What follows belongs to an exercise in optimizing a design on an open flow for small area; a production flow would make more cautious choices. At most, simulation tests tie the RTL to the original design; equivalence was not proved. No activity file was given, so power comes from the tool's default toggle rates.

// rpm_basys2_top
module rpm_basys2_top(
    input mclk,
    input rst,
    output [6:0] seg,
    output       dp,
    output [3:0] an,
    input [3:0] btn,
    input  [7:0] sw,
    output [7:0] led,
    output adc_cs,
    input  adc_d0,
    input  adc_d1,
    output adc_clk
);
For scale: about 1,200 cells after synthesis, about 340 flip-flops, about 38 I/O pins.
Settings: LEC_CHECK=0, ABC_AREA=1, CAP_MARGIN=20, CORE_MARGIN=2, CORE_UTILIZATION=40, CTS_BUF_LIST=sky130_fd_sc_hd__clkbuf_16, CTS_CLUSTER_DIAMETER=100, CTS_CLUSTER_SIZE=30, SLEW_MARGIN=20; clock period 20.0 ns.
run.sh (not shown) runs the stock make flow with config.mk's settings and CLKGATE_MAP_FILE= SYNTH_SCRIPT=/design/flow/synth_recipe.tcl, a recipe that flattens the netlist after the stock synthesis.
Next try:
- CTS_BUF_LIST: sky130_fd_sc_hd__clkbuf_16 -> sky130_fd_sc_hd__clkbuf_8
- CTS_CLUSTER_DIAMETER: 100 -> 60
- CTS_CLUSTER_SIZE: 30 -> 16
Result: The new run completed with no timing, DRC or antenna violations; fmax fell by 1.1%; setup slack gets worse by 0.075 ns; routed wire length rose by 0.65%.
Next try:
- ABC_AREA: 1 -> default
- CTS_BUF_LIST: sky130_fd_sc_hd__clkbuf_8 -> default
- CTS_CLUSTER_DIAMETER: 60 -> default
- CTS_CLUSTER_SIZE: 16 -> default
Effect: The changed run completed without violations. Via count rises by about 6%. Wire length rises by about 11%. Final cell count falls by about 1.8%. Flip-flop and latch count does not change. Sequential share of layout area falls by 5.4 points. Total power rises by about 26%. Worst hold slack is about the same. Global-route usage rises by 0.65 points. Setup slack gets better by 0.041 ns. Design area rises by about 11%.

Another version of the RTL of rpm_basys2_top (not shown whole).
Size: ~38 I/O pins.
==> flow/config.mk <==
export PLATFORM = sky130hd
export DESIGN_NAME = rpm_basys2_top
export DESIGN_NICKNAME = rpm_basys2_top
export VERILOG_FILES = /design/flow/design.v
export SDC_FILE = /design/flow/constraint.sdc
export NUM_CORES = 4
export LEC_CHECK = 0
export CAP_MARGIN = 20
export CORE_MARGIN = 2
export CORE_UTILIZATION = 40
export SLEW_MARGIN = 20
==> flow/constraint.sdc <==
create_clock -name core_clock -period 20.0 [get_ports {mclk}]
set_input_delay 4.0000 -clock core_clock [delete_from_list [all_inputs] [get_ports {mclk}]]
set_output_delay 4.0000 -clock core_clock [all_outputs]
set_load 0.01 [all_outputs]
standard.sh (not shown) runs the stock make flow with config.mk's settings and CLKGATE_MAP_FILE= SYNTH_SCRIPT=/design/flow/synth_recipe.tcl, a recipe that flattens the netlist after the stock synthesis.
==> flow/flow/run.sh <==
#!/bin/bash
# Layout flow: the standard flow (standard.sh), with
#  - synthesis through flow/own_synth.tcl: the standard flow's synthesis script with a
#    different ABC script and full adders only;
#  - port buffers of the smallest buffer cell;
#  - clock tree synthesis without dummy loads.
# Each step's output goes to its own log file here.
set -euo pipefail
work=$(pwd)
export FLOW_SYNTH_TCL="$work/synth_recipe.tcl"
args=(
  "SYNTH_SCRIPT=$work/flow/own_synth.tcl"
  "BUFFER_PORTS_ARGS=-buffer_cell sky130_fd_sc_hd__buf_1"
  "CTS_ARGS=-sink_clustering_enable -repair_clock_nets -sink_clustering_size 30 -sink_clustering_max_diameter 100 -buf_list sky130_fd_sc_hd__clkbuf_4 -root_buf sky130_fd_sc_hd__clkbuf_4 -sink_clustering_buffer sky130_fd_sc_hd__clkbuf_16 -dont_use_dummy_load"
)
bash standard.sh "${args[@]}" synth > "$work/own_synth.log" 2>&1
bash standard.sh "${args[@]}" finish > "$work/own_finish.log" 2>&1
test -f "$work/out/final.def"
==> flow/flow/own_synth.tcl <==
# Synthesis script for this flow: the standard flow's own synthesis script (which makes
# every synth call skip the fsm and share passes, then flattens and renames),
# with two commands replaced before it runs:
#  - extract_fa extracts full adders only (no half adders);
#  - abc runs Yosys's default area script on the same liberty and don't-use
#    list, without ORFS's speed script, delay target and buffering.
# Neither touches a register.
proc extract_fa {args} { yosys extract_fa -fa }
proc abc {args} {
  set keep {}
  set skip 0
  foreach a $args {
    if {$skip} { set skip 0; continue }
    if {$a eq "-script" || $a eq "-constr" || $a eq "-D"} { set skip 1; continue }
    lappend keep $a
  }
  yosys abc {*}$keep
}
source $::env(FLOW_SYNTH_TCL)
Then changed:
--- a/flow/flow/run.sh
+++ b/flow/flow/run.sh
@@ -4 +4 @@
-#    different ABC script and full adders only;
+#    different ABC script and no adder extraction;
@@ -14 +14 @@
-  "CTS_ARGS=-sink_clustering_enable -repair_clock_nets -sink_clustering_size 30 -sink_clustering_max_diameter 100 -buf_list sky130_fd_sc_hd__clkbuf_4 -root_buf sky130_fd_sc_hd__clkbuf_4 -sink_clustering_buffer sky130_fd_sc_hd__clkbuf_16 -dont_use_dummy_load"
+  "CTS_ARGS=-sink_clustering_enable -repair_clock_nets -sink_clustering_size 30 -sink_clustering_max_diameter 100 -buf_list sky130_fd_sc_hd__clkbuf_16 -dont_use_dummy_load"
The new run went through all stages and came out clean.
Flip-flop and latch count stays the same.
Via count hardly moves.
Core utilization rose by 0.19 points.
Die area is unchanged.
Cell count hardly moves.
Maximum frequency rose by 2.5%.
Hold slack barely changes.
Register-to-register slack hardly moves.
No run of this note included a check of the RTL's function; only the layout flow was run.

Another version of the RTL of rpm_basys2_top (not shown whole).
Size: about 820 cells after synthesis, about 38 I/O pins.
==> flow/config.mk <==
export PLATFORM = sky130hd
export DESIGN_NAME = rpm_basys2_top
export DESIGN_NICKNAME = rpm_basys2_top
export VERILOG_FILES = /design/flow/design.v
export SDC_FILE = /design/flow/constraint.sdc
export NUM_CORES = 4
export LEC_CHECK = 0
export CAP_MARGIN = 0
export CORE_MARGIN = 2
export CORE_UTILIZATION = 40
export SLEW_MARGIN = 0
==> flow/constraint.sdc <==
create_clock -name core_clock -period 20.0 [get_ports {mclk}]
set_input_delay 4.0000 -clock core_clock [delete_from_list [all_inputs] [get_ports {mclk}]]
set_output_delay 4.0000 -clock core_clock [all_outputs]
set_load 0.01 [all_outputs]
==> flow/flow/run.sh <==
#!/bin/bash
# Layout flow: the standard flow (standard.sh), with
#  - synthesis through flow/own_synth.tcl: the standard flow's synthesis script with a
#    different ABC script and full adders only;
#  - port buffers of the smallest buffer cell;
#  - clock tree synthesis without dummy loads.
# Each step's output goes to its own log file here.
set -euo pipefail
work=$(pwd)
export FLOW_SYNTH_TCL="$work/synth_recipe.tcl"
args=(
  "SYNTH_SCRIPT=$work/flow/own_synth.tcl"
  "BUFFER_PORTS_ARGS=-buffer_cell sky130_fd_sc_hd__buf_1"
  "CTS_ARGS=-sink_clustering_enable -repair_clock_nets -sink_clustering_size 32 -sink_clustering_max_diameter 100 -buf_list sky130_fd_sc_hd__clkbuf_4 -root_buf sky130_fd_sc_hd__clkbuf_4 -sink_clustering_buffer sky130_fd_sc_hd__clkbuf_16 -dont_use_dummy_load"
)
bash standard.sh "${args[@]}" synth > "$work/own_synth.log" 2>&1
bash standard.sh "${args[@]}" finish > "$work/own_finish.log" 2>&1
test -f "$work/out/final.def"
Scripts as last shown in full above: flow/flow/own_synth.tcl
The starting point passed the timing, DRC and antenna checks.
Rerun with:
--- a/flow/flow/run.sh
+++ b/flow/flow/run.sh
@@ -14 +14 @@
-  "CTS_ARGS=-sink_clustering_enable -repair_clock_nets -sink_clustering_size 32 -sink_clustering_max_diameter 100 -buf_list sky130_fd_sc_hd__clkbuf_4 -root_buf sky130_fd_sc_hd__clkbuf_4 -sink_clustering_buffer sky130_fd_sc_hd__clkbuf_16 -dont_use_dummy_load"
+  "CTS_ARGS=-sink_clustering_enable -repair_clock_nets -sink_clustering_size 33 -sink_clustering_max_diameter 100 -buf_list sky130_fd_sc_hd__clkbuf_4 -root_buf sky130_fd_sc_hd__clkbuf_4 -sink_clustering_buffer sky130_fd_sc_hd__clkbuf_16 -dont_use_dummy_load"
- register-to-register slack is worse by 0.04 ns
- clock power decreases by about 4%
- wire length decreases by about 0.6%
- global-route usage is about the same
- total power decreases by 1.0%
- sequential share of layout area increases by 0.15 points
- setup slack is worse by 0.043 ns

-- re-timing with driven ports --
No port has a modelled driver above. Below, the same layouts with a new extraction and two added sets of constraints. Step 1 assumes that a clkbuf_16 drives the clock port and a buf_2 every other input. Step 2, shift: input delay + t, output delay - t, t = (earliest + latest rising clock arrival at the registers) / 2. This alone moves slack from input paths to output paths. Three values: no drivers, after step 1, after step 2; two values: the first two.
run | t, ns | slack for setup (ns) | hold slack, ns | worst setup path after step 2 | worst register clock-pin slew, ns
the first run of note 1 | 0.550 | 13.209 / 13.162 / 13.712 | 0.332 / 0.332 / 0.332 | register to output | 0.11 / 0.11
the second run of note 1 | 0.618 | 13.134 / 13.092 / 13.710 | 0.322 / 0.322 / 0.322 | register to output | 0.10 / 0.10
the third run of note 1 | 0.554 | 13.175 / 13.124 / 13.679 | 0.320 / 0.320 / 0.320 | register to output | 0.06 / 0.06
the first run of note 2 | 0.670 | 13.237 / 13.198 / 13.528 | 0.283 / 0.283 / 0.283 | register to register | 0.11 / 0.11
the second run of note 2 | 0.516 | 13.401 / 13.357 / 13.528 | 0.281 / 0.281 / 0.281 | register to register | 0.11 / 0.11
the first run of note 3 | 0.642 | 12.787 / 12.787 / 12.787 | 0.272 / 0.272 / 0.272 | register to register | 0.12 / 0.12
the second run of note 3 | 0.663 | 12.744 / 12.744 / 12.744 | 0.316 / 0.316 / 0.316 | register to register | 0.12 / 0.12
After both steps setup and hold are still met in every run listed.
